This design comes from an exercise in tuning for small area on the open sky130 flow, not from production work.
Where RTL was checked, it was by simulation tests only, not by an equivalence proof against the original.
For run 1, only the layout was checked, not whether the RTL still works.
Power and IR drop assume default switching activity.

File: design/flow/design.v
module serialclockdvdr(clock, reset, write, read, asel, opb_datain, opb_dataout,
                       m_ss_bar, m_sclk, MOSI_2);
  input         clock, reset;
  input         write, read;
  input  [2:0]  asel;
  input  [15:0] opb_datain;
  output [15:0] opb_dataout;
  output        m_ss_bar, m_sclk, MOSI_2;
  localparam W = 16;    
  reg [W-1:0] n_clk_cycles, clk_hightime, clk_lowtime;
  reg [7:0]  spcr, txbyte;
  reg [15:0] opb_dataout;
  reg        m_sclk, MOSI_2;
  reg [2:0]  cntr_tx;
  reg [2:0]  st;
  reg [W-1:1] c2hi;
  wire [W-1:0] count2 = {c2hi, st == S0};
  reg [W:0]   count3, count4;
  localparam IDLE = 3'd0, D0 = 3'd1, D1 = 3'd2, D2 = 3'd3,
             S1 = 3'd4, S0 = 3'd5, SH = 3'd6, OVF = 3'd7;
  assign m_ss_bar = (st == IDLE);
  always @(posedge clock or posedge reset) begin
    if (reset) begin
      n_clk_cycles <= 0;
      clk_hightime <= 0;
      clk_lowtime <= 0;
      spcr <= 8'h00;
      txbyte <= 8'h00;
    end else if (write) begin
      case (asel)
        3'd0: n_clk_cycles <= opb_datain[W-1:0];
        3'd1: clk_hightime <= opb_datain[W-1:0];
        3'd2: clk_lowtime <= opb_datain[W-1:0];
        3'd3: spcr <= opb_datain[7:0];
        3'd4: txbyte <= opb_datain[7:0];
        default: ;
      endcase
    end
  end
  always @(posedge clock or posedge reset) begin
    if (reset)
      opb_dataout <= 16'h0000;
    else if (read && !asel[2]) begin
      case (asel[1:0])
        2'd0: opb_dataout <= n_clk_cycles;
        2'd1: opb_dataout <= clk_hightime;
        2'd2: opb_dataout <= clk_lowtime;
        default: opb_dataout <= {8'h00, spcr};
      endcase
    end
  end
  wire c2_le = count2 <= n_clk_cycles;
  wire c3_le = count3 <= {1'b0, clk_hightime};
  wire c4_le = count4 <= {1'b0, clk_lowtime};
  wire sclk_rise = !m_sclk && ((st == S1 && c2_le && c3_le) || st == SH);
  always @(posedge clock or posedge reset) begin
    if (reset) begin
      MOSI_2 <= 1'b0;
      cntr_tx <= 3'd0;
    end else if (sclk_rise) begin
      MOSI_2 <= txbyte[3'd7 - cntr_tx];
      cntr_tx <= cntr_tx + 3'd1;
    end
  end
  always @(posedge clock or posedge reset) begin
    if (reset) begin
      st <= IDLE;
      m_sclk <= 1'b0;
      c2hi <= 0;
      count3 <= 0;
      count4 <= 0;
    end else begin
      case (st)
        IDLE: if (write && spcr == 8'h4a) st <= D0;
        D0: st <= D1;
        D1: st <= D2;
        D2: st <= S1;
        S1: begin
          if (c2_le) begin
            if (c3_le) begin
              m_sclk <= 1'b1;
              count3 <= count3 + 1'b1;
            end else begin
              count3 <= 0;
              st <= S0;
            end
          end else
            st <= SH;
        end
        S0: begin
          if (c2_le) begin
            if (c4_le) begin
              m_sclk <= 1'b0;
              count4 <= count4 + 1'b1;
            end else begin
              c2hi <= c2hi + 1'b1;
              count4 <= 0;
              st <= (&c2hi) ? OVF : S1;
            end
          end else
            st <= SH;
        end
        SH: begin
          c2hi <= 0;
          m_sclk <= 1'b1;
          st <= IDLE;
        end
        default: st <= SH;
      endcase
    end
  end
endmodule
module slavebusint(opb_clk, reset, opb_select, opb_rnw, opb_abus, opb_dbus,
                   rd, wr, asel, data_in, data_out, o_sl_dbus);
  input         opb_clk, reset;
  input         opb_select, opb_rnw;
  input  [15:0] opb_abus;
  input  [31:0] opb_dbus;
  input  [15:0] data_out;
  output        rd, wr;
  output [2:0]  asel;
  output [15:0] data_in;
  output [15:0] o_sl_dbus;
  reg        rd;
  reg [2:0]  asel;
  reg [15:0] data_in;
  reg [15:0] o_sl_dbus;
  reg [2:0]  st;
  localparam IDLE = 3'd0, WRITE = 3'd1, DONE = 3'd2, READ = 3'd4,
             RW0 = 3'd5, RW1 = 3'd6, RW2 = 3'd7;
  assign wr = (st == WRITE) || (st == DONE);
  wire avalid = (opb_abus[15:5] == 11'd0) && (opb_abus[1:0] == 2'd0) &&
                !(opb_abus[4] && (opb_abus[3] || opb_abus[2]));
  always @(posedge opb_clk or posedge reset) begin
    if (reset) begin
      rd <= 1'b0;
      asel <= 3'd0;
      data_in <= 16'h0000;
      o_sl_dbus <= 16'h0000;
      st <= IDLE;
    end else begin
      case (st)
        IDLE: begin
          if (opb_select) begin
            asel <= avalid ? opb_abus[4:2] : 3'd7;
            st <= opb_rnw ? READ : WRITE;
          end else
            rd <= 1'b0;
        end
        WRITE: begin
          data_in <= opb_dbus[15:0];
          st <= DONE;
        end
        DONE: begin
          rd <= 1'b0;
          st <= IDLE;
        end
        READ: begin
          rd <= 1'b1;
          o_sl_dbus <= data_out;
          st <= RW0;
        end
        RW0: st <= RW1;
        RW1: st <= RW2;
        RW2: st <= IDLE;
        default: st <= IDLE;
      endcase
    end
  end
endmodule
module top(m_ss_bar,reset,m_sclk,MOSI_2,opb_abus,opb_dbus,opb_select,opb_rnw,opb_clk,opb_dataout);
  input  [31:0] opb_dbus;
  input  [15:0] opb_abus;
  input         opb_clk, reset;
  input         opb_select;
  input         opb_rnw;
  output [31:0] opb_dataout;
  output        m_sclk, m_ss_bar, MOSI_2;
  wire        rd, wr;
  wire [2:0]  asel;
  wire [15:0] wdata;
  wire [15:0] rback;
  wire [15:0] dout;
  slavebusint m3 (
    .opb_clk(opb_clk), .reset(reset),
    .opb_select(opb_select), .opb_rnw(opb_rnw), .opb_abus(opb_abus), .opb_dbus(opb_dbus),
    .rd(rd), .wr(wr), .asel(asel), .data_in(wdata), .data_out(rback), .o_sl_dbus(dout));
  serialclockdvdr m1 (
    .clock(opb_clk), .reset(reset),
    .write(wr), .read(rd), .asel(asel), .opb_datain(wdata), .opb_dataout(rback),
    .m_ss_bar(m_ss_bar), .m_sclk(m_sclk), .MOSI_2(MOSI_2));
  assign opb_dataout = {16'h0000, dout};
endmodule
File: design/flow/run.sh
#!/bin/bash
# synth_recipe.tcl (not shown) runs the flow's synth.tcl, then flattens the netlist and writes it again
# the make line also repeats each setting of config.mk as NAME=value (left out here)
make -C /OpenROAD-flow-scripts/flow DESIGN_CONFIG=/design/flow/config.mk WORK_HOME=/design/flow/orfs CLKGATE_MAP_FILE= SYNTH_SCRIPT=/design/flow/synth_recipe.tcl finish
File: design/flow/config.mk
export PLATFORM = sky130hd
export DESIGN_NAME = top
export DESIGN_NICKNAME = top
export VERILOG_FILES = /design/flow/design.v
export SDC_FILE = /design/flow/constraint.sdc
export NUM_CORES = 4
export LEC_CHECK = 0
export CAP_MARGIN = 20
export CORE_MARGIN = 2
export CORE_UTILIZATION = 40
export CTS_BUF_LIST = sky130_fd_sc_hd__clkbuf_8
export SLEW_MARGIN = 20
File: design/flow/constraint.sdc
create_clock -name core_clock -period 10.0 [get_ports {opb_clk}]
set_input_delay 2.0000 -clock core_clock [delete_from_list [all_inputs] [get_ports {opb_clk}]]
set_output_delay 2.0000 -clock core_clock [all_outputs]
set_load 0.01 [all_outputs]
==> results of run 1 <==
[power by group]
part           switching [mW]  internal [mW]
logic                   0.494          0.448
clock network           0.300          0.214
registers               0.199          0.907
[per-layer routing]
layer	wire, um	global-route usage, %	part of all wire [%]	vias up
met3	698	3.49	3.3	10
met2	10100	28.9	48	88
met4	218	4.41	1.0	0
li1	-	-	-	3163
met5	0	0	0	-
met1	9960	25.4	47	3235
[synthesized netlist by cell type, types with 6 or more instances]
library cell    n  area [sq um]
a21oi_1        51           255
and2_1          9          56.3
and3_1         11          68.8
buf_4          16           120
clkbuf_1       24          90.1
dfrtp_1       176          4400
ha_1           52           651
inv_1          60           225
mux2_2        108          1220
mux2i_1         9          90.1
mux4_2         10           225
nand2_1        50           188
nand2b_1        7          43.8
nand3_1        28           140
nand4_1        14          87.6
nor2_1         59           221
nor2b_1         8          50.1
nor3_1          9          45.0
o211ai_1        6          45.0
o21ai_0        56           280
o31ai_1        17           128
or3_1           6          37.5
or4_1           6          45.0
[stage by stage]
step | util, % | cell area, sq um | hold WS, ps | setup slack, ps
after floorplan | - | 9340 | 455 | 3230
after global placement | 44.2 | 10000 | 477 | 5510
after detailed placement | 44.2 | 10000 | 471 | 5540
after CTS | 46.0 | 10500 | 495 | 5800
after global routing | 46.0 | 10500 | 521 | 5720
final | 46.0 | 10500 | 487 | 5820
[critical path: cells and delay by family, from the launching register on]
family | cells | cell delay, ps
buf+inv | 1 | 650
simple gates | 1 | 550
flops | 1 | 510
[worst min-delay path by stage]
stage | from | to | slack (ps)
3_5_place_dp | m1.cntr_tx[2] | m1.cntr_tx[2] | 470
3_3_place_gp | m1.cntr_tx[2] | m1.cntr_tx[2] | 480
2_1_floorplan | m1.cntr_tx[2] | m1.cntr_tx[2] | 450
5_1_grt | m1.cntr_tx[2] | m1.cntr_tx[2] | 520
6_report | m1.cntr_tx[2] | m1.cntr_tx[2] | 490
4_1_cts | m1.cntr_tx[2] | m1.cntr_tx[2] | 490
[cell families after synthesis]
kind of cell,after synthesis,synth area share [%]
simple gates,228,12.3
flops,176,47.4
compound gates,167,11.3
mux,127,16.5
buf+inv,108,5.16
fa+ha+maj,52,7.01
xor+xnor,3,0.283
other cells,1,0.0404
[registers in the layout, indices dropped and copies added (netlist names), 15 cells and up, named ones only]
register / cells
m1.opb_dataout: 16
m1.count4: 17
m1.n_clk_cycles: 16
m1.clk_hightime: 16
m1.count3: 17
m1.c2hi: 15
m1.clk_lowtime: 16
m3.data_in: 16
m3.o_sl_dbus: 16
[final cells by class]
class	count	area, sq um
tap	285	357
clock inverter	15	186
timing repair buffer	60	586
fill	2076	12300
sequential	176	4410
clock buffer	17	234
multi-input combinational	593	4460
inverter	60	230
==> results.txt, run 1 <==
max cap viols: 0
R2R setup slack: 6660 ps
Remaining DRCs: 0
sum of negative setup slack: 0 ps
Worst setup endpoint: m_ss_bar
Post-Syn Area per Cell: 10.8 sq um
clock slew at reported path FFs: 100 ps
H-tree depth: 4
Pleak: 4.68 nW
Startpoint Class: flip-flop
max-slew violation total from the final report: 0
CTS Hold Bufs: 0
Syn. warnings: 2
Die Y: 156 um
clock root buffer: clkbuf_8
CP max FO: 11
Die Width: 156 um
cells along the critical path: nor3_1 > clkdlybuf4s50_1
initial antenna violation count: 0
maximum vdd drop: 135 uV
# IOs: 87
crit path capture type: output port
Critical Path AT: 2180 ps
Finished Layout Cells: 1206
Vias/cell: 5.39
clock sink total: 176
Num CTS Buffers: 17
unrepaired setup endpoints after global routing: false
Max Clk Rate: 0.239 GHz
CP peak stage delay: 650 ps
CP Class: flip-flop to output port
sequential cell area fraction in the yosys report: 47.4%
row cnt: 55
TritonCTS clock tree: built
RR Endpoint: m1.count4[14]
Overall Power: 2.56 mW
DRT Pass-1 Iters: 4
final worst path period share: 41.8%
first-pass GRT wire length: 34200 um
final wirelength: 21000 um
Post-Route Skew: 21.6 ps
fraction of layout cells with a size suffix above 1: 17.7%
remaining antenna violation count: 0
Mapped Cells: 862
hpwl dp: 15400 um
post-synth cell types: 58
vias in the first global route: 6340
number of synthesized flops with an enable pin: 0
Final GP Congestion: 0.801
post-CTS setup buffer count: 0
die footprint: 24500 sq um
Initial DRC Count: 334
critical path required time: 8000 ps
Hold/Removal Path Class: flip-flop to flip-flop
gr ovfl total: 0
measured slew at the worst slew-check pin: 938 ps
Post-synth top flop: dfrtp_1
Final #Nets: 1012
PwrDens: 245 nW/um^2
final hold vios: 0
Worst Reg-to-Reg Cells: 8
core region area: 22700 sq um
status: timing/DRC/antenna clean
Clock Latency Late Sink: 480 ps
# setup viols final: 0
Seq cells post-synth: 176
total number of vias: 6496
fraction of registers with async set/reset: 100%
Total GRT Usage: 18.1%
CTS resizes: 0
min Tclk post-route: 4180 ps
commonest non-fill, non-tap cells in the layout: 175 x dfrtp_1, 108 x mux2_2, 59 x inv_1, 59 x nor2_1, 56 x o21ai_0
largest net degree at the start of global routing: 65
Post-Place Cells: 1174
P&R area growth vs syn: 12.6%
diodes inserted: 0
Initial Util: 40.9%
worst hold path stage count: 1
commonest non-fill, non-tap cell in the layout: dfrtp_1
WL per Instance: 17.4 um
Slowest-stage cell, CP: clkdlybuf4s50_1
worst setup path startpoint: m1.st[0]
number of port buffers: 54
Slew Limit Headroom: 37.3%
synthesized area: 9290 sq um
deepest clock path buffer count: 2
==> run 2, diff against run 1 <==
--- a/design/flow/design.v
+++ b/design/flow/design.v
@@ -7,6 +7,5 @@
   output [15:0] opb_dataout;
   output        m_ss_bar, m_sclk, MOSI_2;
-  localparam W = 16;    
-  reg [W-1:0] n_clk_cycles, clk_hightime, clk_lowtime;
+  reg [15:0] n_clk_cycles, clk_hightime, clk_lowtime;
   reg [7:0]  spcr, txbyte;
   reg [15:0] opb_dataout;
@@ -14,7 +13,6 @@
   reg [2:0]  cntr_tx;
   reg [2:0]  st;
-  reg [W-1:1] c2hi;
-  wire [W-1:0] count2 = {c2hi, st == S0};
-  reg [W:0]   count3, count4;
+  reg [15:0] count2;
+  reg [16:0] count3, count4;
   localparam IDLE = 3'd0, D0 = 3'd1, D1 = 3'd2, D2 = 3'd3,
              S1 = 3'd4, S0 = 3'd5, SH = 3'd6, OVF = 3'd7;
@@ -22,14 +20,14 @@
   always @(posedge clock or posedge reset) begin
     if (reset) begin
-      n_clk_cycles <= 0;
-      clk_hightime <= 0;
-      clk_lowtime <= 0;
+      n_clk_cycles <= 16'h0000;
+      clk_hightime <= 16'h0000;
+      clk_lowtime <= 16'h0000;
       spcr <= 8'h00;
       txbyte <= 8'h00;
     end else if (write) begin
       case (asel)
-        3'd0: n_clk_cycles <= opb_datain[W-1:0];
-        3'd1: clk_hightime <= opb_datain[W-1:0];
-        3'd2: clk_lowtime <= opb_datain[W-1:0];
+        3'd0: n_clk_cycles <= opb_datain;
+        3'd1: clk_hightime <= opb_datain;
+        3'd2: clk_lowtime <= opb_datain;
         3'd3: spcr <= opb_datain[7:0];
         3'd4: txbyte <= opb_datain[7:0];
@@ -67,7 +65,7 @@
       st <= IDLE;
       m_sclk <= 1'b0;
-      c2hi <= 0;
-      count3 <= 0;
-      count4 <= 0;
+      count2 <= 16'h0000;
+      count3 <= 17'h00000;
+      count4 <= 17'h00000;
     end else begin
       case (st)
@@ -80,8 +78,9 @@
             if (c3_le) begin
               m_sclk <= 1'b1;
-              count3 <= count3 + 1'b1;
+              count3 <= count3 + 17'd1;
             end else begin
-              count3 <= 0;
-              st <= S0;
+              count2 <= count2 + 16'd1;
+              count3 <= 17'h00000;
+              st <= (count2 == 16'hffff) ? OVF : S0;
             end
           end else
@@ -92,9 +91,9 @@
             if (c4_le) begin
               m_sclk <= 1'b0;
-              count4 <= count4 + 1'b1;
+              count4 <= count4 + 17'd1;
             end else begin
-              c2hi <= c2hi + 1'b1;
-              count4 <= 0;
-              st <= (&c2hi) ? OVF : S1;
+              count2 <= count2 + 16'd1;
+              count4 <= 17'h00000;
+              st <= (count2 == 16'hffff) ? OVF : S1;
             end
           end else
@@ -102,5 +101,5 @@
         end
         SH: begin
-          c2hi <= 0;
+          count2 <= 16'h0000;
           m_sclk <= 1'b1;
           st <= IDLE;
--- a/design/flow/config.mk
+++ b/design/flow/config.mk
@@ -9,4 +9,3 @@
 export CORE_MARGIN = 2
 export CORE_UTILIZATION = 40
-export CTS_BUF_LIST = sky130_fd_sc_hd__clkbuf_8
 export SLEW_MARGIN = 20
==> run 2 against run 1 <==
  * Largest cell class unchanged
  * Worst setup slack better by 190 ps
  * Fmax up 4.8%
  * Total power is 14% higher
  * Highest routed layer unchanged
  * Global-route usage up 1.4 points
  * Area after synthesis increased by 2.2%
  * Via count is 10% higher
  * Critical endpoint unchanged
  * Hold slack improved by 3.9 ps
  * Routed wire length grew 9.2%
==> results.txt, run 2 <==
status: timing/DRC/antenna clean
diodes inserted: 0 (unchanged)
WL per Instance: 17.2 um (-1.4%)
Post-Place Cells: 1303 (+11%)
synth top area cells: dfrtp_1 47%, mux2_2 7.4%, ha_1 6.9%, o21ai_0 4.7%, nand2_1 4.3%
Slew Limit Headroom: 33.9% (-3.4 points)
largest registers: m1.count3 (17), m1.count4 (17)
Die Y: 158 um (+1.1%)
worst r2r src: m1.count2[13]
Finished Layout Cells: 1336 (+11%)
CTS Hold Bufs: 0 (unchanged)
initial antenna violation count: 0 (unchanged)
deepest clock path buffer count: 2 (unchanged)
number of synthesized flops with an enable pin: 0 (unchanged)
TritonCTS clock tree: built
Final GP Congestion: 0.822 (+2.7%)
Slowest-stage cell, CP: dfrtp_1
remaining antenna violation count: 0 (unchanged)
CP max FO: 26 (+15)
Initial Util: 40.6% (-0.33 points)
top-count cell post-synth: dfrtp_1
Startpoint Class: flip-flop
clock root buffer: clkbuf_16
commonest non-fill, non-tap cell in the layout: dfrtp_1
maximum vdd drop: 121 uV (-10%)
total number of vias: 7144 (+10%)
H-tree depth: 4 (unchanged)
Final #Nets: 1108 (+9.5%)
final worst path period share: 39.9% (-1.9 points)
critical path required time: 8000 ps (about the same)
max-slew violation total from the final report: 0 (unchanged)
# IOs: 87 (unchanged)
Mapped Cells: 956 (+11%)
Initial DRC Count: 463 (+39%)
Top delay family on crit path: flip-flops
Num CTS Buffers: 17 (unchanged)
Synth area leader: dfrtp_1
crit path capture type: output port
Worst Path Buf+Inv: 1 (unchanged)
unrepaired setup endpoints after global routing: false
Post-Route Skew: 11.5 ps (-10.0 ps)
worst hold path stage count: 1 (unchanged)
post-CTS setup buffer count: 0 (unchanged)
Total GRT Usage: 19.5% (+1.4 points)
RR Endpoint: m1.count3[11]
clock slew at reported path FFs: 80 ps (-20 ps)
first-pass GRT wire length: 37100 um (+8.5%)
max cap viols: 0 (unchanged)
Multi-input gate area: 4640 sq um (+4.1%)
area share of the leading cell type in the synthesized netlist: 46.7% (-0.77 points)
# setup viols final: 0 (unchanged)
Die Width: 158 um (+1.1%)
number of port buffers: 54 (unchanged)
post-synth cell types: 64 (+10%)
largest net degree at the start of global routing: 107 (+65%)
final hold vios: 0 (unchanged)
register area: 4430 sq um (+0.54%)
synth cell count leaders: 177 x dfrtp_1, 108 x nand2_1, 90 x o21ai_0, 63 x nor2_1, 62 x mux2_2
Hold Crit Start: m1.cntr_tx[2]
Critical Path AT: 1990 ps (-190 ps)
cells along the critical path: nor3_1 > clkdlybuf4s50_1
core region area: 23400 sq um (+3.1%)
Pleak: 4.85 nW (+3.7%)
Remaining DRCs: 0 (unchanged)
CTS resizes: 0 (unchanged)
CP peak stage delay: 690 ps (+40 ps)
Max Clk Rate: 0.251 GHz (+4.8%)
Hold Path Sink: m1.cntr_tx[2]
Worst Reg-to-Reg Cells: 8 (unchanged)
Vias/cell: 5.35 (-0.73%)
R2R setup slack: 6540 ps (-120 ps)
Hold/Removal Path Class: flip-flop to flip-flop
synthesized area: 9490 sq um (+2.2%)
hpwl dp: 16500 um (+7.0%)
min Tclk post-route: 3990 ps (-191 ps)
stages on the worst setup path: 2 (unchanged)
sequential cell area fraction in the yosys report: 46.7% (-0.77 points)
vias in the first global route: 6825 (+7.6%)
DRT Pass-1 Iters: 4 (unchanged)
clock sink total: 177 (+0.57%)
measured slew at the worst slew-check pin: 989 ps (+50.9 ps)
PwrDens: 265 nW/um^2 (+8.2%)
die footprint: 25000 sq um (+2.2%)
commonest non-fill, non-tap cells in the layout: 177 x dfrtp_1, 108 x nand2_1, 90 x o21ai_0
Syn. warnings: 2 (unchanged)
fraction of registers with async set/reset: 100% (unchanged)
row cnt: 56 (+1.8%)
Seq cells post-synth: 177 (+0.57%)
Fillers: 2228 (+7.3%)
P&R area growth vs syn: 15.7%
Clock Latency Late Sink: 440 ps (-40 ps)
final wirelength: 23000 um (+9.2%)
CP Class: flip-flop to output port
Post-Syn Area per Cell: 9.93 sq um (-7.8%)
gr ovfl total: 0 (unchanged)
fraction of layout cells with a size suffix above 1: 13.4% (-4.3 points)
Post-synth top flop: dfrtp_1
sum of negative setup slack: 0 ps (unchanged)
-- run 2: cell types whose count changed after synthesis, moves of 7 or more --
cell      delta
nor2b_1      +7
mux2_2      -46
nor4_1      +11
nand2b_1     +9
nand2_1     +58
nor3_1       +9
o21ai_0     +34
-- run 2: through the flow --
step                      worst slack, ps  utilization [%]  power (mW)  instance area [sq um]  hold WS, ps
after floorplan                      3200                -        1.86                   9550          455
after global placement               5740             44.1        2.20                  10300          473
after detailed placement             5760             44.1        2.23                  10300          485
after CTS                            5960             46.8        2.94                  11000          500
after global routing                 5860             46.9        3.12                  11000          520
final                                6010             46.9        2.91                  11000          491
-- run 2: layout make-up --
cell class | instances | share of cell area [%]
flip-flops and latches | 177 | 40.3
repair buffers | 66 | 5.92
clock buffers | 17 | 3.87
multi-input cells | 682 | 42.2
clock inverters | 15 | 1.90
inverters | 60 | 2.10
well taps | 319 | 3.63
-- run 2: worst max path at each step --
stage | slack, ps | end | start
floorplan | 3200 | asynchronous set/reset pin | reset
global placement | 5740 | m1.count4[4] | reset
detailed placement | 5760 | m1.count4[1] | reset
CTS | 5960 | m_ss_bar | flip-flop
global route | 5860 | m_ss_bar | flip-flop
finish | 6010 | m_ss_bar | flip-flop
-- run 2: report_power, final --
group	internal [mW]	switching, mW
clock network	0.366	0.335
registers	0.916	0.200
logic	0.461	0.633
-- run 2: metal layers --
metal	vias to the layer above	GRT usage (%)	share of wire (%)	routed length [um]
met5	-	0	0	0
met4	0	5.36	0.76	174
met3	11	3.75	4.1	942
met2	137	30.5	47	10800
met1	3506	27.5	48	11100
li1	3490	-	-	-
-- run 2: logic make-up after synthesis --
family                     after synthesis  synth area share, %
and+or+nand+nor                        317                 16.4
AOI/OAI and AO/OA                      214                 14.0
DFF                                    177                 46.7
buffers and inverters                  112                 5.17
muxes                                   81                 10.7
adders and majority gates               52                 6.85
xor gates and xnor gates                 2                0.185
other                                    1               0.0395
==> run 3, diff against run 2 <==
--- a/design/flow/design.v
+++ b/design/flow/design.v
@@ -7,5 +7,6 @@
   output [15:0] opb_dataout;
   output        m_ss_bar, m_sclk, MOSI_2;
-  reg [15:0] n_clk_cycles, clk_hightime, clk_lowtime;
+  localparam W = 16;    
+  reg [W-1:0] n_clk_cycles, clk_hightime, clk_lowtime;
   reg [7:0]  spcr, txbyte;
   reg [15:0] opb_dataout;
@@ -13,6 +14,7 @@
   reg [2:0]  cntr_tx;
   reg [2:0]  st;
-  reg [15:0] count2;
-  reg [16:0] count3, count4;
+  reg [W-1:1] c2hi;
+  wire [W-1:0] count2 = {c2hi, st == S0};
+  reg [W:0]   count3, count4;
   localparam IDLE = 3'd0, D0 = 3'd1, D1 = 3'd2, D2 = 3'd3,
              S1 = 3'd4, S0 = 3'd5, SH = 3'd6, OVF = 3'd7;
@@ -20,14 +22,14 @@
   always @(posedge clock or posedge reset) begin
     if (reset) begin
-      n_clk_cycles <= 16'h0000;
-      clk_hightime <= 16'h0000;
-      clk_lowtime <= 16'h0000;
+      n_clk_cycles <= 0;
+      clk_hightime <= 0;
+      clk_lowtime <= 0;
       spcr <= 8'h00;
       txbyte <= 8'h00;
     end else if (write) begin
       case (asel)
-        3'd0: n_clk_cycles <= opb_datain;
-        3'd1: clk_hightime <= opb_datain;
-        3'd2: clk_lowtime <= opb_datain;
+        3'd0: n_clk_cycles <= opb_datain[W-1:0];
+        3'd1: clk_hightime <= opb_datain[W-1:0];
+        3'd2: clk_lowtime <= opb_datain[W-1:0];
         3'd3: spcr <= opb_datain[7:0];
         3'd4: txbyte <= opb_datain[7:0];
@@ -48,7 +50,17 @@
     end
   end
-  wire c2_le = count2 <= n_clk_cycles;
-  wire c3_le = count3 <= {1'b0, clk_hightime};
-  wire c4_le = count4 <= {1'b0, clk_lowtime};
+  function automatic le(input [W-1:0] a, input [W-1:0] b);
+    integer i;
+    reg c;
+    begin
+      c = 1'b1;
+      for (i = 0; i < W; i = i + 1)
+        c = (~a[i] & b[i]) | (~a[i] & c) | (b[i] & c);
+      le = c;
+    end
+  endfunction
+  wire c2_le = le(count2, n_clk_cycles);
+  wire c3_le = !count3[W] && le(count3[W-1:0], clk_hightime);
+  wire c4_le = !count4[W] && le(count4[W-1:0], clk_lowtime);
   wire sclk_rise = !m_sclk && ((st == S1 && c2_le && c3_le) || st == SH);
   always @(posedge clock or posedge reset) begin
@@ -61,11 +73,37 @@
     end
   end
+  function automatic [W:0] incr(input [W:0] a, input cin);
+    integer i;
+    reg c;
+    begin
+      c = cin;
+      for (i = 0; i <= W; i = i + 1) begin
+        incr[i] = a[i] ^ c;
+        c = a[i] & c;
+      end
+    end
+  endfunction
+  wire in_s1 = (st == S1);
+  wire in_s0 = (st == S0);
+  wire en3 = in_s1 && c2_le;
+  wire en4 = in_s0 && c2_le;
+  wire [W:0] count3_inc = incr(count3, en3 && c3_le);
+  wire [W:0] count4_inc = incr(count4, en4 && c4_le);
+  wire [W:0] c2hi_inc = incr({2'b00, c2hi}, en4 && !c4_le);
+  always @(posedge clock or posedge reset) begin
+    if (reset) begin
+      count3 <= 0;
+      count4 <= 0;
+      c2hi <= 0;
+    end else begin
+      count3 <= (en3 && !c3_le) ? {(W+1){1'b0}} : count3_inc;
+      count4 <= (en4 && !c4_le) ? {(W+1){1'b0}} : count4_inc;
+      c2hi <= (st == SH) ? {(W-1){1'b0}} : c2hi_inc[W-2:0];
+    end
+  end
   always @(posedge clock or posedge reset) begin
     if (reset) begin
       st <= IDLE;
       m_sclk <= 1'b0;
-      count2 <= 16'h0000;
-      count3 <= 17'h00000;
-      count4 <= 17'h00000;
     end else begin
       case (st)
@@ -76,12 +114,6 @@
         S1: begin
           if (c2_le) begin
-            if (c3_le) begin
-              m_sclk <= 1'b1;
-              count3 <= count3 + 17'd1;
-            end else begin
-              count2 <= count2 + 16'd1;
-              count3 <= 17'h00000;
-              st <= (count2 == 16'hffff) ? OVF : S0;
-            end
+            if (c3_le) m_sclk <= 1'b1;
+            else st <= S0;
           end else
             st <= SH;
@@ -89,17 +121,10 @@
         S0: begin
           if (c2_le) begin
-            if (c4_le) begin
-              m_sclk <= 1'b0;
-              count4 <= count4 + 17'd1;
-            end else begin
-              count2 <= count2 + 16'd1;
-              count4 <= 17'h00000;
-              st <= (count2 == 16'hffff) ? OVF : S1;
-            end
+            if (c4_le) m_sclk <= 1'b0;
+            else st <= (&c2hi) ? OVF : S1;
           end else
             st <= SH;
         end
         SH: begin
-          count2 <= 16'h0000;
           m_sclk <= 1'b1;
           st <= IDLE;
--- a/design/flow/config.mk
+++ b/design/flow/config.mk
@@ -9,3 +9,4 @@
 export CORE_MARGIN = 2
 export CORE_UTILIZATION = 40
+export CTS_BUF_LIST = sky130_fd_sc_hd__clkbuf_8
 export SLEW_MARGIN = 20
==> run 3 against run 2 <==
  * Sequential share of layout area is 4.8 points higher
  * Final area is 11% lower
  * Largest power group unchanged
  * Still clean on timing, DRC and antenna
  * Flip-flop and latch count is 1 lower
  * Clock power is 26% lower
  * Die area is 9.3% lower
==> results.txt, run 3 <==
status: timing/DRC/antenna clean
area share of the leading cell type in the synthesized netlist: 51.3% (+4.6 points)
Hold/Removal Path Class: flip-flop to flip-flop
largest net degree at the start of global routing: 115 (+7.5%)
sequential cell area fraction in the yosys report: 51.3% (+4.6 points)
setup ws final: 4360 ps (-1650 ps)
Total GRT Usage: 17.0% (-2.5 points)
Critical Path AT: 5950 ps (+3960 ps)
DRT Pass-1 Iters: 4 (unchanged)
clock root buffer: clkbuf_8
Hold Crit Start: m1.opb_dataout[11]
gr ovfl total: 0 (unchanged)
pre-CTS setup slack: 4320 ps (-1430 ps)
measured slew at the worst slew-check pin: 1100 ps (+111 ps)
die footprint: 22700 sq um (-9.3%)
Clock Latency Late Sink: 470 ps (+30 ps)
crit path capture type: flip-flop
Worst Reg-to-Reg Cells: 24 (+16)
CTS resizes: 0 (unchanged)
P&R area growth vs syn: 13.6%
first-pass GRT wire length: 29200 um (-21%)
post-synth cell types: 62 (-3.1%)
sum of negative setup slack: 0 ps (unchanged)
synthesized area: 8590 sq um (-9.6%)
Seq cells post-synth: 176 (-0.56%)
Post-Route Skew: 13.7 ps (+2.12 ps)
uppermost layer routed: met4
Pleak: 4.69 nW (-3.4%)
clock sink total: 176 (-0.56%)
diodes inserted: 0 (unchanged)
Post-Place Cells: 1020 (-22%)
Post-synth top flop: dfrtp_1
final hold vios: 0 (unchanged)
Max Clk Rate: 0.177 GHz (-29%)
synth cell count leaders: 176 x dfrtp_1, 95 x mux2_2, 47 x ha_1, 45 x inv_1, 34 x and2_1
Finished Layout Cells: 1052 (-21%)
internal power: 1.58 mW (-9.4%)
vias in the first global route: 5620 (-18%)
number of port buffers: 54 (unchanged)
PwrDens: 251 nW/um^2 (-5.4%)
TritonCTS clock tree: built
R2R setup slack: 4360 ps (-2180 ps)
unrepaired setup endpoints after global routing: false
met3 wire len: 805 um (-15%)
fraction of layout cells with a size suffix above 1: 20.3% (+7.0 points)
row cnt: 53 (-5.4%)
post-CTS setup buffer count: 0 (unchanged)
maximum vdd drop: 85.3 uV (-30%)
WL per Instance: 17.0 um (-1.2%)
core region area: 21000 sq um (-10%)
CP Class: flip-flop to flip-flop
H-tree depth: 4 (unchanged)
initial antenna violation count: 0 (unchanged)
largest registers: m1.count3 (17), m1.count4 (17)
combinational power share: 32.4% (-5.2 points)
Mapped Cells: 712 (-26%)
final wirelength: 17900 um (-22%)
clock slew at reported path FFs: 100 ps (+20 ps)
max cap viols: 0 (unchanged)
worst hold path stage count: 2 (+1)
Syn. warnings: 2 (unchanged)
critical path required time: 10310 ps (+2310 ps)
Slew Limit Headroom: 26.4% (-7.5 points)
Clock power frac: 21.1% (-3.0 points)
sw frac: 35.4% (-4.8 points)
CP max FO: 10 (-62%)
Final GP Congestion: 0.839 (+2.0%)
WL met2: 8540 um (-21%)
switching power total: 0.864 mW (-26%)
number of synthesized flops with an enable pin: 0 (unchanged)
Post-Syn Area per Cell: 12.1 sq um (+21%)
Synth area leader: dfrtp_1
fraction of registers with async set/reset: 100% (unchanged)
Startpoint Class: flip-flop
commonest non-fill, non-tap cell in the layout: dfrtp_1
hpwl dp: 13300 um (-19%)
remaining antenna violation count: 0 (unchanged)
final hold slack: 489 ps (-1.87 ps)
deepest clock path buffer count: 2 (unchanged)
synth top area cells: dfrtp_1 51%, mux2_2 12%, ha_1 6.8%, mux4_2 2.6%, and2_1 2.5%
Remaining DRCs: 0 (unchanged)
Initial Util: 40.8% (+0.28 points)
# setup viols final: 0 (unchanged)
Post-Route M1 WL: 8150 um (-26%)
max-slew violation total from the final report: 0 (unchanged)
Hold Path Sink: m1.opb_dataout[11]
commonest non-fill, non-tap cells in the layout: 176 x dfrtp_1, 95 x mux2_2, 54 x clkdlybuf4s50_1
worst r2r src: m1.st[1]
min Tclk post-route: 5640 ps (+1650 ps)
Flop pwr share: 46.5% (+8.2 points)
CTS Hold Bufs: 0 (unchanged)
top-count cell post-synth: dfrtp_1
Die Y: 151 um (-4.8%)
Vias/cell: 5.21 (-2.6%)
Die Width: 151 um (-4.8%)
Final #Nets: 863 (-22%)
RR Endpoint: m1.count3[15]
Fillers: 1892 (-15%)
total number of vias: 5481 (-23%)
Initial DRC Count: 285 (-38%)
final worst path period share: 56.4% (+17 points)
Num CTS Buffers: 17 (unchanged)
# IOs: 87 (unchanged)
==> run 3: worst max-delay path, stage by stage, from the launching register on <==
cell	delay, ps
dfrtp_1	530
nand3b_1	270
a211oi_1	250
nor3_1	80
o21ai_0	360
a31oi_4	190
nand2_2	150
nor3_1	120
ha_1	250
ha_1	200
ha_1	190
ha_1	200
ha_1	200
ha_1	210
ha_1	210
ha_1	200
ha_1	200
ha_1	200
ha_1	220
ha_1	200
ha_1	210
ha_1	210
ha_1	210
ha_1	280
nor2b_1	130
==> run 3: cell families after synthesis <==
group / after synthesis / synth area share [%]
AOI/OAI and AO/OA: 96 / 7.51
buffers and inverters: 86 / 4.72
and+or+nand+nor: 176 / 11.6
muxes: 115 / 16.3
xor gates and xnor gates: 6 / 0.612
DFF: 176 / 51.3
adders and majority gates: 56 / 7.91
other: 1 / 0.0437
==> run 3: stage by stage <==
| stage | util [%] | instance area [sq um] | total power, mW |
|---|---|---|---|
| 6_report | 46.4 | 9750 | 2.44 |
| 5_1_grt | 46.4 | 9750 | 2.60 |
| 4_1_cts | 46.4 | 9750 | 2.46 |
| 3_5_place_dp | 44.4 | 9330 | 1.94 |
| 3_3_place_gp | 44.4 | 9330 | 1.91 |
| 2_1_floorplan | - | 8640 | 1.67 |
==> run 3: worst max path at each step <==
stage	startpoint	to	slack, ps
3_5_place_dp	m1.st[1]	m1.count3[15]	4320
6_report	m1.st[1]	m1.count3[15]	4360
5_1_grt	m1.st[1]	m1.count3[16]	4060
3_3_place_gp	m1.st[1]	m1.count3[15]	4410
4_1_cts	m1.st[1]	m1.count3[15]	4290
2_1_floorplan	reset	asynchronous set/reset pin	3230
==> run 3: power by group through the flow <==
stage / clock (mW) / combinational [mW] / sequential (mW)
global placement: 0 / 0.776 / 1.13
detailed placement: 0 / 0.796 / 1.15
global route: 0.563 / 0.873 / 1.17
floorplan: 0 / 0.614 / 1.05
CTS: 0.531 / 0.799 / 1.13
finish: 0.517 / 0.792 / 1.14
==> run 3: layer usage <==
| layer | vias up | track usage, % |
|---|---|---|
| met5 | - | 0 |
| met4 | 0 | 6.51 |
| met3 | 26 | 3.12 |
| met2 | 117 | 27.5 |
| met1 | 2755 | 22.7 |
| li1 | 2583 | - |
==> run 3: area by class of cell <==
cell class	instances	area [sq um]	area share, %
tap	275	344	3.53
clock buffer	17	234	2.40
multi-input combinational	465	3830	39.3
timing repair buffer	58	571	5.85
inverter	46	180	1.85
clock inverter	15	185	1.90
sequential	176	4400	45.2
==> run 4, diff against run 3 <==
==> design/flow/flow/run.sh (new file) <==
#!/bin/bash
# Own layout flow: the standard ORFS flow (standard.sh) with three changes that only
# affect how the layout is built:
#  - synthesis runs synth_recipe.tcl unchanged except that ABC maps the logic with an
#    area-oriented script (area.abc) instead of ORFS's speed script; registers are mapped
#    by the same dfflibmap step, so their names and cells are the standard ones;
#  - every input and output port still gets a buffer, but a 1x one (buf_1);
#  - the clock tree uses clkbuf_8 and no dummy loads.
# Each tool's output goes to its own log in this folder (and ORFS's logs under orfs/logs).
set -euo pipefail
W=$(pwd)
sed "s#synth_recipe\.tcl#flow/synth_area.tcl#" standard.sh > run_standard.sh
export MY_ABC_SCRIPT="$W/flow/area.abc"
bash run_standard.sh \
  "BUFFER_PORTS_ARGS=-buffer_cell sky130_fd_sc_hd__buf_1" \
  "CTS_ARGS=-sink_clustering_enable -repair_clock_nets -buf_list sky130_fd_sc_hd__clkbuf_8 -dont_use_dummy_load" \
  finish > "$W/flow_make.log" 2>&1
for f in orfs/logs/*/*/*/*.log; do cp "$f" "$W/log_$(basename "$f")"; done
==> design/flow/flow/area.abc (new file) <==
strash
dc2
dch -f
amap
topo
==> design/flow/flow/synth_area.tcl (new file) <==
# synth_recipe.tcl with one change: ABC's script is $::env(MY_ABC_SCRIPT).
proc synth {args} { yosys synth -nofsm -noshare {*}$args }
proc abc {args} {
  set i [lsearch -exact $args -script]
  if {$i >= 0} { lset args [expr {$i + 1}] $::env(MY_ABC_SCRIPT) }
  yosys abc {*}$args
}
source $::env(SCRIPTS_DIR)/synth.tcl
# left out here: clear keep_hierarchy, flatten, clean up, hide names made inside functions, write 1_2_yosys.v
==> design/flow/standard.sh (new file) <==
#!/bin/bash
# synth_recipe.tcl (not shown) runs the flow's synth.tcl, then flattens the netlist and writes it again
# the make line also repeats each setting of config.mk as NAME=value (left out here)
make -C /OpenROAD-flow-scripts/flow DESIGN_CONFIG=/design/flow/config.mk WORK_HOME=/design/flow/orfs CLKGATE_MAP_FILE= SYNTH_SCRIPT=/design/flow/synth_recipe.tcl "${@:-finish}"
removed: design/flow/run.sh
==> run 4 against run 3 <==
  * Still clean
  * Sequential power shrank 8%
  * Clock power shrank 29%
  * Total power shrank 14%
  * Highest routed layer unchanged
  * Sequential share of layout area grew 5.7 points
  * Global-route usage grew 0.41 points
  * Largest cell class unchanged
==> results.txt, run 4 <==
status: timing/DRC/antenna clean
final wirelength: 17000 um (-4.8%)
deepest clock path buffer count: 2 (unchanged)
die footprint: 20800 sq um (-8.2%)
maximum vdd drop: 94.6 uV (+11%)
crit path capture type: flip-flop
clock sink total: 176 (unchanged)
initial antenna violation count: 0 (unchanged)
synthesized area: 7870 sq um (-8.4%)
Post-synth top flop: dfrtp_1
Final GP Congestion: 0.805 (-4.0%)
final hold slack: 482 ps (-7.25 ps)
total number of vias: 5770 (+5.3%)
Finished Layout Cells: 1105 (+5.0%)
CP max FO: 7 (-3)
row cnt: 51 (-3.8%)
vias in the first global route: 5388 (-4.1%)
worst hold path stage count: 1 (-1)
Slowest-stage cell, CP: nor3b_1
largest registers: m1.count3 (17), m1.count4 (17)
CTS resizes: 0 (unchanged)
Final #Nets: 941 (+9.0%)
remaining antenna violation count: 0 (unchanged)
max-slew violation total from the final report: 0 (unchanged)
Initial Util: 40.6% (-0.29 points)
Die Width: 144 um (-4.2%)
Max Clk Rate: 0.149 GHz (-16%)
Syn. warnings: 2 (unchanged)
Worst Path Buf+Inv: 2 (+2)
number of synthesized flops with an enable pin: 0 (unchanged)
synth top area cells: dfrtp_1 56%, ha_1 7.5%, o22ai_1 5.7%, clkinv_1 5.7%, nor2b_1 3.7%
fraction of registers with async set/reset: 100% (unchanged)
RR Endpoint: m1.count3[15]
area share of the leading cell type in the synthesized netlist: 56.0% (+4.7 points)
Startpoint Class: flip-flop
Clock Latency Late Sink: 460 ps (about the same)
CP Class: flip-flop to flip-flop
diodes inserted: 0 (unchanged)
Hold/Removal Path Class: flip-flop to flip-flop
Initial DRC Count: 466 (+64%)
CTS Hold Bufs: 0 (unchanged)
Hold Path Sink: m1.count4[16]
unrepaired setup endpoints after global routing: false
TritonCTS clock tree: built
synth cell count leaders: 176 x dfrtp_1, 119 x clkinv_1, 72 x o22ai_1, 66 x nor2_1, 49 x o21ai_0
Pleak: 4.01 nW (-14%)
critical path required time: 10310 ps (about the same)
Total GRT Usage: 17.4% (+0.41 points)
commonest non-fill, non-tap cell in the layout: dfrtp_1
hpwl dp: 12100 um (-8.4%)
Post-Route Skew: 17.6 ps (+3.91 ps)
R2R setup slack: 3280 ps (-1080 ps)
Crit path top cell by count: ha_1
Seq cells post-synth: 176 (unchanged)
WL per Instance: 15.4 um (-9.4%)
# setup viols final: 0 (unchanged)
Die Y: 144 um (-4.2%)
PwrDens: 244 nW/um^2 (-2.6%)
post-synth cell types: 34 (-45%)
measured slew at the worst slew-check pin: 1030 ps (-71.6 ps)
core region area: 19400 sq um (-7.7%)
sum of negative setup slack: 0 ps (unchanged)
clock slew at reported path FFs: 80 ps (-20 ps)
# IOs: 87 (unchanged)
Num CTS Buffers: 17 (unchanged)
clock root buffer: clkbuf_8
Synth area leader: dfrtp_1
number of port buffers: 54 (unchanged)
max cap viols: 0 (unchanged)
Post-Syn Area per Cell: 10.3 sq um (-14%)
P&R area growth vs syn: 10.0%
gr ovfl total: 0 (unchanged)
Hold Crit Start: m1.count4[16]
Worst Reg-to-Reg Cells: 37 (+54%)
top-count cell post-synth: dfrtp_1
fraction of layout cells with a size suffix above 1: 3.57% (-17 points)
final hold vios: 0 (unchanged)
Post-Place Cells: 1088 (+6.7%)
sequential cell area fraction in the yosys report: 56.0% (+4.7 points)
CP peak stage delay: 520 ps (about the same)
Top delay family on crit path: adder cells
largest net degree at the start of global routing: 108 (-6.1%)
min Tclk post-route: 6720 ps (+1080 ps)
commonest non-fill, non-tap cells in the layout: 176 x dfrtp_1, 118 x clkinv_1, 72 x o22ai_1
Vias/cell: 5.22 (+0.22%)
Remaining DRCs: 0 (unchanged)
DRT Pass-1 Iters: 7 (+3)
first-pass GRT wire length: 28000 um (-4.4%)
H-tree depth: 4 (unchanged)
Critical Path AT: 7030 ps (+1080 ps)
final worst path period share: 67.2% (+11 points)
Slew Limit Headroom: 31.2% (+4.8 points)
Mapped Cells: 762 (+7.0%)
post-CTS setup buffer count: 0 (unchanged)
## run 4: cell families (layout without fill, tap and decap cells)
kind of cell | after synthesis | count (layout) | share of synthesized area (%)
compound gates | 215 | 215 | 18.2
fa+ha+maj | 47 | 47 | 7.48
buf+inv | 135 | 198 | 7.21
flops | 176 | 176 | 56.0
other cells | 1 | 16 | 0.0477
simple gates | 188 | 188 | 11.1
## run 4: power breakdown
group	leakage, nW	internal, mW	total, mW	switching (mW)
sequential	2.29	0.929	1.05	0.125
clock	0.122	0.150	0.368	0.217
combinational	1.59	0.225	0.691	0.466
total	4.01	1.30	2.11	0.808
## run 4: metrics by stage
stage / power [mW] / instance area, sq um / utilization (%) / setup slack [ps]
after floorplan: 1.52 / 7920 / - / 4080
after global placement: 1.74 / 8410 / 43.4 / 3320
after detailed placement: 1.76 / 8410 / 43.4 / 3230
after CTS: 2.13 / 8640 / 44.6 / 3200
after global routing: 2.28 / 8650 / 44.6 / 2610
final: 2.11 / 8650 / 44.6 / 3280
## run 4: routing by layer
metal	up-vias	GRT usage (%)	wire, um
met5	-	0	0
met3	19	3.28	665
met1	2790	25.4	8370
li1	2837	-	-
met4	0	5.16	262
met2	124	26.4	7710
## run 4: how the worst max path moves through the flow
stage / startpoint / end / slack [ps] / cells after the start
final: flip-flop / m1.count3[15] / 3280 / 37
after detailed placement: flip-flop / m1.count3[15] / 3230 / 37
after global routing: flip-flop / m1.count3[16] / 2610 / 37
after CTS: flip-flop / m1.count3[15] / 3200 / 37
after global placement: flip-flop / m1.count3[15] / 3320 / 37
after floorplan: flip-flop / m1.count4[15] / 4080 / 37
## run 4: area by class of cell
cell class / count / area, sq um
multi-input cells: 466 / 2970
clock buffers: 17 / 234
well taps: 265 / 332
flip-flops and latches: 176 / 4400
inverters: 119 / 452
repair buffers: 62 / 263
fillers: 1910 / 10700
## run 4: worst reg2reg max path, delay by kind of cell, from the launching register on
kind / cells / cell delay, ps
DFF: 1 / 460
AOI/OAI and AO/OA: 10 / 1060
adders and majority gates: 16 / 3270
and+or+nand+nor: 9 / 1520
buffers and inverters: 2 / 270
==> run 5, diff against run 4 <==
--- a/design/flow/design.v
+++ b/design/flow/design.v
@@ -13,10 +13,13 @@
   reg        m_sclk, MOSI_2;
   reg [2:0]  cntr_tx;
-  reg [2:0]  st;
+  reg        st2, st1, st0;
+  wire [2:0] st = {st2, st1, st0};
+  reg [2:0]  st_nx;
+  reg        sclk_nx;
   reg [W-1:1] c2hi;
   wire [W-1:0] count2 = {c2hi, st == S0};
   reg [W:0]   count3, count4;
-  localparam IDLE = 3'd0, D0 = 3'd1, D1 = 3'd2, D2 = 3'd3,
-             S1 = 3'd4, S0 = 3'd5, SH = 3'd6, OVF = 3'd7;
+  localparam IDLE = 3'd0, D0 = 3'd1, D1 = 3'd3, D2 = 3'd7,
+             S1 = 3'd6, S0 = 3'd4, SH = 3'd2, OVF = 3'd5;
   assign m_ss_bar = (st == IDLE);
   always @(posedge clock or posedge reset) begin
@@ -102,34 +105,44 @@
     end
   end
-  always @(posedge clock or posedge reset) begin
-    if (reset) begin
-      st <= IDLE;
+  always @* begin
+    st_nx = st;
+    sclk_nx = m_sclk;
+    case (st)
+      IDLE: if (write && spcr == 8'h4a) st_nx = D0;
+      D0: st_nx = D1;
+      D1: st_nx = D2;
+      D2: st_nx = S1;
+      S1: begin
+        if (c2_le) begin
+          if (c3_le) sclk_nx = 1'b1;
+          else st_nx = S0;
+        end else
+          st_nx = SH;
+      end
+      S0: begin
+        if (c2_le) begin
+          if (c4_le) sclk_nx = 1'b0;
+          else st_nx = (&c2hi) ? OVF : S1;
+        end else
+          st_nx = SH;
+      end
+      SH: begin
+        sclk_nx = 1'b1;
+        st_nx = IDLE;
+      end
+      default: st_nx = SH;
+    endcase
+  end
+  always @(posedge clock or posedge reset) begin
+    if (reset) begin
+      st2 <= 1'b0;
+      st1 <= 1'b0;
+      st0 <= 1'b0;
       m_sclk <= 1'b0;
     end else begin
-      case (st)
-        IDLE: if (write && spcr == 8'h4a) st <= D0;
-        D0: st <= D1;
-        D1: st <= D2;
-        D2: st <= S1;
-        S1: begin
-          if (c2_le) begin
-            if (c3_le) m_sclk <= 1'b1;
-            else st <= S0;
-          end else
-            st <= SH;
-        end
-        S0: begin
-          if (c2_le) begin
-            if (c4_le) m_sclk <= 1'b0;
-            else st <= (&c2hi) ? OVF : S1;
-          end else
-            st <= SH;
-        end
-        SH: begin
-          m_sclk <= 1'b1;
-          st <= IDLE;
-        end
-        default: st <= SH;
-      endcase
+      st2 <= st_nx[2];
+      st1 <= st_nx[1];
+      st0 <= st_nx[0];
+      m_sclk <= sclk_nx;
     end
   end
--- a/design/flow/flow/run.sh
+++ b/design/flow/flow/run.sh
@@ -5,4 +5,5 @@
 #    area-oriented script (area.abc) instead of ORFS's speed script; registers are mapped
 #    by the same dfflibmap step, so their names and cells are the standard ones;
+#    ORFS's half/full-adder extraction is also skipped so that ABC maps adders too;
 #  - every input and output port still gets a buffer, but a 1x one (buf_1);
 #  - the clock tree uses clkbuf_8 and no dummy loads.
@@ -13,4 +14,5 @@
 export MY_ABC_SCRIPT="$W/flow/area.abc"
 bash run_standard.sh \
+  ADDER_MAP_FILE= SKIP_REPAIR_TIE_FANOUT=1 \
   "BUFFER_PORTS_ARGS=-buffer_cell sky130_fd_sc_hd__buf_1" \
   "CTS_ARGS=-sink_clustering_enable -repair_clock_nets -buf_list sky130_fd_sc_hd__clkbuf_8 -dont_use_dummy_load" \
==> design/flow/flow/area.abc (replaced) <==
strash
dc2
dch -f
amap -m
topo
--- a/design/flow/config.mk
+++ b/design/flow/config.mk
@@ -8,5 +8,5 @@
 export CAP_MARGIN = 20
 export CORE_MARGIN = 2
-export CORE_UTILIZATION = 40
+export CORE_UTILIZATION = 70
 export CTS_BUF_LIST = sky130_fd_sc_hd__clkbuf_8
 export SLEW_MARGIN = 20
==> run 5 against run 4 <==
  * Still clean
  * Total power is 38% lower
  * Combinational power down 75%
  * Worst setup slack better by 890 ps
  * Clock skew grew 11 ps
  * Final area decreased by 5.7%
  * Die area down 44%
  * Sequential share of layout area rose by 3.1 points
  * Via count rose by 8.8%
  * Flip-flop and latch count unchanged
  * Critical path depth decreased by 4
==> results.txt, run 5 <==
status: timing/DRC/antenna clean
Num CTS Buffers: 17 (unchanged)
CTS resizes: 0 (unchanged)
critical path required time: 10320 ps (about the same)
first-pass GRT wire length: 28400 um (+1.5%)
# setup viols final: 0 (unchanged)
CTS Hold Bufs: 0 (unchanged)
PwrDens: 160 nW/um^2 (-35%)
gr ovfl total: 0 (unchanged)
Initial DRC Count: 611 (+31%)
P&R area growth vs syn: 7.13%
CP peak stage delay: 550 ps (+30 ps)
Mapped Cells: 809 (+6.2%)
WL per Instance: 17.5 um (+14%)
vias in the first global route: 5789 (+7.4%)
Final #Nets: 923 (-1.9%)
row cnt: 38 (-25%)
Initial Util: 70.9% (+30 points)
CP max FO: 5 (-2)
Worst setup endpoint: m1.count3[15]
Post-synth top flop: dfrtp_1
crit path capture type: flip-flop
Syn. warnings: 2 (unchanged)
total number of vias: 6279 (+8.8%)
worst r2r src: m1.st2
commonest non-fill, non-tap cells in the layout: 176 x dfrtp_1, 126 x clkinv_1, 95 x nor2_1
final worst path period share: 58.3% (-8.9 points)
post-synth cell types: 34 (unchanged)
fraction of layout cells with a size suffix above 1: 3.11% (-0.46 points)
Die Y: 108 um (-25%)
max cap viols: 0 (unchanged)
Slowest-stage cell, CP: nor3_1
synth top area cells: dfrtp_1 58%, clkinv_1 6.3%, o21ai_0 5.1%, nor2_1 4.8%, o22ai_1 4.8%
min Tclk post-route: 5830 ps (-890 ps)
clock sink total: 176 (unchanged)
TritonCTS clock tree: built
Pleak: 3.40 nW (-15%)
Slew Limit Headroom: 31.9% (+0.69 points)
# IOs: 87 (unchanged)
largest net degree at the start of global routing: 101 (-6.5%)
core region area: 10700 sq um (-45%)
die footprint: 11700 sq um (-44%)
H-tree depth: 4 (unchanged)
remaining antenna violation count: 0 (unchanged)
Hold/Removal Path Class: flip-flop to flip-flop
Total GRT Usage: 32.1% (+15 points)
Startpoint Class: flip-flop
Worst Reg-to-Reg Cells: 33 (-11%)
Overall Power: 1.30 mW (-38%)
measured slew at the worst slew-check pin: 1020 ps (-10.2 ps)
post-CTS setup buffer count: 0 (unchanged)
Max Clk Rate: 0.172 GHz (+15%)
top-count cell post-synth: dfrtp_1
sequential cell area fraction in the yosys report: 57.8% (+1.8 points)
area share of the leading cell type in the synthesized netlist: 57.8% (+1.8 points)
commonest non-fill, non-tap cell in the layout: dfrtp_1
number of port buffers: 54 (unchanged)
Post-Syn Area per Cell: 9.41 sq um (-8.8%)
Post-Route Skew: 28.1 ps (+10.5 ps)
worst setup path startpoint: m1.st2
Synth area leader: dfrtp_1
final hold vios: 0 (unchanged)
max-slew violation total from the final report: 0 (unchanged)
maximum vdd drop: 126 uV (+33%)
Final GP Congestion: 0.880 (+9.4%)
number of synthesized flops with an enable pin: 0 (unchanged)
Crit path top cell by count: nand2_1
R2R setup slack: 4170 ps (+890 ps)
Die Width: 108 um (-25%)
diodes inserted: 0 (unchanged)
initial antenna violation count: 0 (unchanged)
hpwl dp: 12400 um (+2.2%)
unrepaired setup endpoints after global routing: false
Seq cells post-synth: 176 (unchanged)
synth cell count leaders: 176 x dfrtp_1, 127 x clkinv_1, 98 x nor2_1, 89 x nand2_1, 78 x o21ai_0
fraction of registers with async set/reset: 100% (unchanged)
synthesized area: 7620 sq um (-3.2%)
sum of negative setup slack: 0 ps (unchanged)
Critical Path AT: 6150 ps (-880 ps)
deepest clock path buffer count: 2 (unchanged)
Remaining DRCs: 0 (unchanged)
DRT Pass-1 Iters: 6 (-1)
clock root buffer: clkbuf_8
clock slew at reported path FFs: 90 ps (about the same)
RR Endpoint: m1.count3[15]
largest registers: m1.count3 (17), m1.count4 (17)
Clock Latency Late Sink: 460 ps (about the same)
CP Class: flip-flop to flip-flop
final wirelength: 17700 um (+4.0%)
Vias/cell: 6.22 (+19%)
run 5: cell types whose count changed after synthesis, sizes merged, moves of 4 or more:
cell / delta
o22ai: -14
nor2b: -46
and2: +5
and3: +4
nand2: +41
a221oi: -5
o21ai: +29
clkinv: +8
a211oi: +12
ha: -47
o32ai: -5
nor2: +32
nor3: +23
run 5: area by class of cell:
| cell class | instances | area [sq um] |
|---|---|---|
| Clock buffer | 17 | 234 |
| Tap cell | 140 | 175 |
| Sequential cell | 176 | 4400 |
| Multi-Input combinational cell | 490 | 2620 |
| Timing Repair Buffer | 59 | 240 |
| Inverter | 127 | 482 |
| Fill cell | 802 | 2590 |
run 5: worst min path at each step:
stage,to,from,cells past startpoint,slack (ps)
global route,m1.txbyte[1],m1.txbyte[1],2,530
floorplan,m1.txbyte[3],m1.txbyte[3],2,450
detailed placement,m3.o_sl_dbus[8],m3.o_sl_dbus[8],2,470
finish,m3.o_sl_dbus[8],m3.o_sl_dbus[8],2,480
CTS,m3.o_sl_dbus[8],m3.o_sl_dbus[8],2,490
global placement,m3.o_sl_dbus[11],m3.o_sl_dbus[11],2,460
run 5: worst max-delay path: cells and delay by family (launching register included):
| kind | cells | cell delay [ps] |
|---|---|---|
| AO/OA/AOI/OAI | 12 | 1670 |
| buffers and inverters | 2 | 240 |
| flip-flops | 1 | 440 |
| AND/OR/NAND/NOR | 19 | 3320 |
run 5: metrics by stage:
step	setup WS, ps	instance area (sq um)	std cells	hold slack (ps)	utilization (%)
after CTS	4250	8150	1009	489	75.9
after global placement	4490	7920	992	459	73.7
final	4170	8160	1009	481	75.9
after detailed placement	4280	7920	992	471	73.7
after floorplan	4840	7620	809	450	-
after global routing	3510	8160	1009	527	75.9
run 5: kinds of logic after synthesis:
group                  share of synthesized area [%]
AOI/OAI and AO/OA                               20.4
and+or+nand+nor                                 13.9
other                                         0.0492
DFF                                             57.8
buffers and inverters                           7.84
run 5: metal layers:
| metal | vias up | global-route usage, % | part of all wire, % |
|---|---|---|---|
| met5 | - | 0 | 0 |
| li1 | 2971 | - | - |
| met3 | 26 | 8.56 | 7.7 |
| met1 | 3016 | 44.3 | 43 |
| met2 | 266 | 50.5 | 48 |
| met4 | 0 | 9.80 | 1.5 |
run 5: where the power goes:
part	total [mW]	internal [mW]	switching [mW]
Clock	0.367	0.150	0.217
Combinational	0.170	0.0328	0.137
Sequential	0.766	0.750	0.0161
Total	1.30	0.933	0.369
==> run 6, diff against run 5 <==
--- a/design/flow/flow/run.sh
+++ b/design/flow/flow/run.sh
@@ -14,5 +14,5 @@
 export MY_ABC_SCRIPT="$W/flow/area.abc"
 bash run_standard.sh \
-  ADDER_MAP_FILE= SKIP_REPAIR_TIE_FANOUT=1 \
+  ADDER_MAP_FILE= \
   "BUFFER_PORTS_ARGS=-buffer_cell sky130_fd_sc_hd__buf_1" \
   "CTS_ARGS=-sink_clustering_enable -repair_clock_nets -buf_list sky130_fd_sc_hd__clkbuf_8 -dont_use_dummy_load" \
--- a/design/flow/config.mk
+++ b/design/flow/config.mk
@@ -8,5 +8,5 @@
 export CAP_MARGIN = 20
 export CORE_MARGIN = 2
-export CORE_UTILIZATION = 70
+export CORE_UTILIZATION = 40
 export CTS_BUF_LIST = sky130_fd_sc_hd__clkbuf_8
 export SLEW_MARGIN = 20
==> run 6 against run 5 <==
  * Still clean
  * Die area increased by 72%
  * First-iteration DRC count down 20%
  * Global-route usage shrank 14 points
  * Flip-flop and latch count unchanged
  * Hold slack worse by 7.0 ps
  * Utilization shrank 31 points
  * Routed wire length shrank 3.2%
  * Final area up 2.3%
  * Non-clock buffer count rose by 2
  * Synthesized cell count did not move
  * Critical endpoint unchanged
==> results.txt, run 6 <==
status: timing/DRC/antenna clean
H-tree depth: 4 (unchanged)
Initial DRC Count: 488 (-20%)
diodes inserted: 0 (unchanged)
final hold vios: 0 (unchanged)
Final GP Congestion: 0.822 (-6.6%)
Top delay family on crit path: simple AND/OR/NAND/NOR gates
synthesized area: 7620 sq um (unchanged)
stages on the worst setup path: 32 (-3.0%)
Post-Route Skew: 19.7 ps (-8.38 ps)
number of synthesized flops with an enable pin: 0 (unchanged)
fraction of layout cells with a size suffix above 1: 3.05% (-0.060 points)
Post-synth top flop: dfrtp_1
vias in the first global route: 5502 (-5.0%)
Startpoint Class: flip-flop
max-slew violation total from the final report: 0 (unchanged)
CTS Hold Bufs: 0 (unchanged)
Die Width: 142 um (+31%)
Seq cells post-synth: 176 (unchanged)
post-synth cell types: 34 (unchanged)
unrepaired setup endpoints after global routing: false
internal power: 0.933 mW (about the same)
Num CTS Buffers: 17 (unchanged)
CP max FO: 5 (unchanged)
crit path capture type: flip-flop
commonest non-fill, non-tap cell in the layout: dfrtp_1
core region area: 18700 sq um (+74%)
critical path required time: 10300 ps (-20 ps)
Syn. warnings: 2 (unchanged)
clock root buffer: clkbuf_8
Final #Nets: 940 (+1.8%)
combinational power share: 13.3% (+0.3 points)
post-CTS setup buffer count: 0 (unchanged)
proportion of synthesized area in mux cells: 0% (unchanged)
number of port buffers: 54 (unchanged)
sequential cell area fraction in the yosys report: 57.8% (unchanged)
Remaining DRCs: 0 (unchanged)
worst r2r src: m1.n_clk_cycles[2]
P&R area growth vs syn: 9.59%
Mapped Cells: 809 (unchanged)
area share of the leading cell type in the synthesized netlist: 57.8% (unchanged)
Slowest-stage cell, CP: nor3_1
remaining antenna violation count: 0 (unchanged)
row cnt: 50 (+32%)
Crit path top cell by count: nand2_1
Worst Path Buf+Inv: 2 (unchanged)
CP Class: flip-flop to flip-flop
gr ovfl total: 0 (unchanged)
worst setup path startpoint: m1.n_clk_cycles[2]
Initial Util: 40.7% (-30 points)
PwrDens: 156 nW/um^2 (-2.3%)
Max Clk Rate: 0.177 GHz (+3.2%)
R2R setup slack: 4360 ps (+180 ps)
maximum vdd drop: 71.7 uV (-43%)
register area: 4400 sq um (unchanged)
Synth area leader: dfrtp_1
Die Y: 142 um (+31%)
top-count cell post-synth: dfrtp_1
# IOs: 87 (unchanged)
Fillers: 1840 (+130%)
Worst setup endpoint: m1.count3[15]
RR Endpoint: m1.count3[15]
die footprint: 20200 sq um (+72%)
Critical Path AT: 5940 ps (-210 ps)
deepest clock path buffer count: 2 (unchanged)
synth top area cells: dfrtp_1 58%, clkinv_1 6.3%, o21ai_0 5.1%, nor2_1 4.8%, o22ai_1 4.8%
sw frac: 28.3% (-0.059 points)
WL per Instance: 15.3 um (-13%)
setup ws final: 4360 ps (+183 ps)
clock slew at reported path FFs: 70 ps (-20 ps)
measured slew at the worst slew-check pin: 1080 ps (+59.0 ps)
Hold/Removal Path Class: flip-flop to flip-flop
hpwl dp: 12300 um (-0.69%)
Clock power frac: 28.1% (about the same)
Flop pwr share: 58.7% (about the same)
Worst Reg-to-Reg Cells: 32 (-3.0%)
CTS resizes: 0 (unchanged)
TritonCTS clock tree: built
Post-Syn Area per Cell: 9.41 sq um (unchanged)
commonest non-fill, non-tap cells in the layout: 176 x dfrtp_1, 126 x clkinv_1, 97 x nor2_1
final worst path period share: 56.4% (-1.8 points)
synth cell count leaders: 176 x dfrtp_1, 127 x clkinv_1, 98 x nor2_1, 89 x nand2_1, 78 x o21ai_0
final wirelength: 17100 um (-3.2%)
Synth Area in Compound Gates: 20.4% (unchanged)
sum of negative setup slack: 0 ps (unchanged)
adder-cell share of the synthesized area: 0% (unchanged)
total number of vias: 5929 (-5.6%)
Total GRT Usage: 18.3% (-14 points)
largest net degree at the start of global routing: 99 (-2.0%)
first-pass GRT wire length: 28700 um (+1.3%)
Clock Latency Late Sink: 460 ps (about the same)
pre-CTS setup slack: 4280 ps (-0.840 ps)
initial antenna violation count: 0 (unchanged)
Pleak: 3.46 nW (+1.8%)
DRT Pass-1 Iters: 5 (-1)
CP peak stage delay: 500 ps (-50 ps)
fraction of registers with async set/reset: 100% (unchanged)
Slew Limit Headroom: 27.9% (-3.9 points)
largest family of logic cells by synthesized area: compound AO/OA/AOI/OAI gates
Vias/cell: 5.29 (-15%)
clock sink total: 176 (unchanged)
# setup viols final: 0 (unchanged)
switching power total: 0.368 mW (-0.28%)
Synth Area in Simple Gates: 13.9% (unchanged)
Multi-input gate area: 2680 sq um (+2.0%)
largest registers: m1.count3 (17), m1.count4 (17)
min Tclk post-route: 5640 ps (-183 ps)
max cap viols: 0 (unchanged)
xor and xnor area share after synthesis: 0% (unchanged)
run 6: per-layer routing:
layer  share of wire (%)  GRT usage [%]  vias up
met5                   0              0        -
met4                 1.5           5.26        0
met3                 4.0           3.70       19
met2                  45           27.9      118
met1                  50           26.6     2803
li1                    -              -     2989
run 6: how the worst min path moves through the flow:
stage	startpoint	end	slack, ps	cells after the start
4_1_cts	m3.o_sl_dbus[1]	m3.o_sl_dbus[1]	480	2
5_1_grt	m3.o_sl_dbus[6]	m3.o_sl_dbus[6]	500	2
2_1_floorplan	m1.txbyte[3]	m1.txbyte[3]	450	2
3_3_place_gp	m3.o_sl_dbus[5]	m3.o_sl_dbus[5]	460	2
6_report	m3.o_sl_dbus[1]	m3.o_sl_dbus[1]	470	2
3_5_place_dp	m3.o_sl_dbus[7]	m3.o_sl_dbus[7]	470	2
run 6: stage by stage:
| stage | cell area (sq um) | cells | power (mW) | utilization (%) | hold WS (ps) |
|---|---|---|---|---|---|
| floorplan | 7670 | 824 | 0.888 | - | 450 |
| finish | 8350 | 1120 | 1.30 | 44.6 | 474 |
| global placement | 8110 | 1103 | 0.951 | 43.3 | 458 |
| detailed placement | 8110 | 1103 | 0.952 | 43.3 | 469 |
| CTS | 8340 | 1120 | 1.32 | 44.6 | 484 |
| global route | 8350 | 1120 | 1.37 | 44.6 | 503 |
run 6: worst reg2reg max path: cells and delay by family (launching register included):
| kind | cells | cell delay, ps |
|---|---|---|
| and+or+nand+nor | 18 | 3100 |
| AOI/OAI and AO/OA | 12 | 1730 |
| DFF | 1 | 390 |
| buffers and inverters | 2 | 270 |
run 6: power groups by stage:
stage	clock, mW	combinational, mW	sequential (mW)
floorplan	0	0.112	0.777
global placement	0	0.174	0.777
detailed placement	0	0.174	0.778
CTS	0.377	0.176	0.764
global route	0.406	0.197	0.768
finish	0.365	0.173	0.764
run 6: logic make-up (layout without fill, tap and decap cells):
group,count (synthesis),after routing
AND/OR/NAND/NOR,251,251
AO/OA/AOI/OAI,238,238
flip-flops,176,176
buffers and inverters,143,205
other,1,16
run 6: area by class of cell:
type	instances	area share, %
inverters	127	5.77
repair buffers	61	3.10
well taps	234	3.51
clock buffers	17	2.80
flip-flops and latches	176	52.8
multi-input cells	505	32.0

what the ideal ports hide:
The flow's constraints put no driver on any port. The routed layouts listed below were extracted and timed again, unchanged, in two steps. Step 1, drivers: a clkbuf_16 drives opb_clk and a buf_2 each remaining input, both assumed. Step 2 adds t to the input delays and takes it off the output delays; t is the mean of the earliest and latest rising clock arrival at the registers after step 1. Input paths then give back, and output paths get back, about the clock's delay inside the block. Three values: ideal, step 1, step 2; two values: the first two.
run | t, ns | slack for setup (ns) | worst setup path after step 2 | clock arrival spread, ns | cell pins on the clock port's net
run 1 | 0.506 | 5.818 / 5.778 / 5.718 | input, reset recovery | 0.022 / 0.021 | 1
run 2 | 0.480 | 6.009 / 5.964 / 6.002 | input, reset recovery | 0.012 / 0.013 | 1
run 3 | 0.503 | 4.359 / 4.359 / 4.359 | register to register | 0.014 / 0.014 | 1
run 4 | 0.491 | 3.282 / 3.282 / 3.282 | register to register | 0.018 / 0.018 | 1
run 5 | 0.485 | 4.172 / 4.172 / 4.172 | register to register | 0.033 / 0.033 | 1
run 6 | 0.483 | 4.355 / 4.355 / 4.355 | register to register | 0.020 / 0.020 | 1
After both steps setup and hold are still met in every run listed. The setup slack of run 1, which loses most, moves by -0.040 ns with the drivers and by -0.100 ns with both steps. The worst setup slack also covers recovery checks on asynchronous resets.
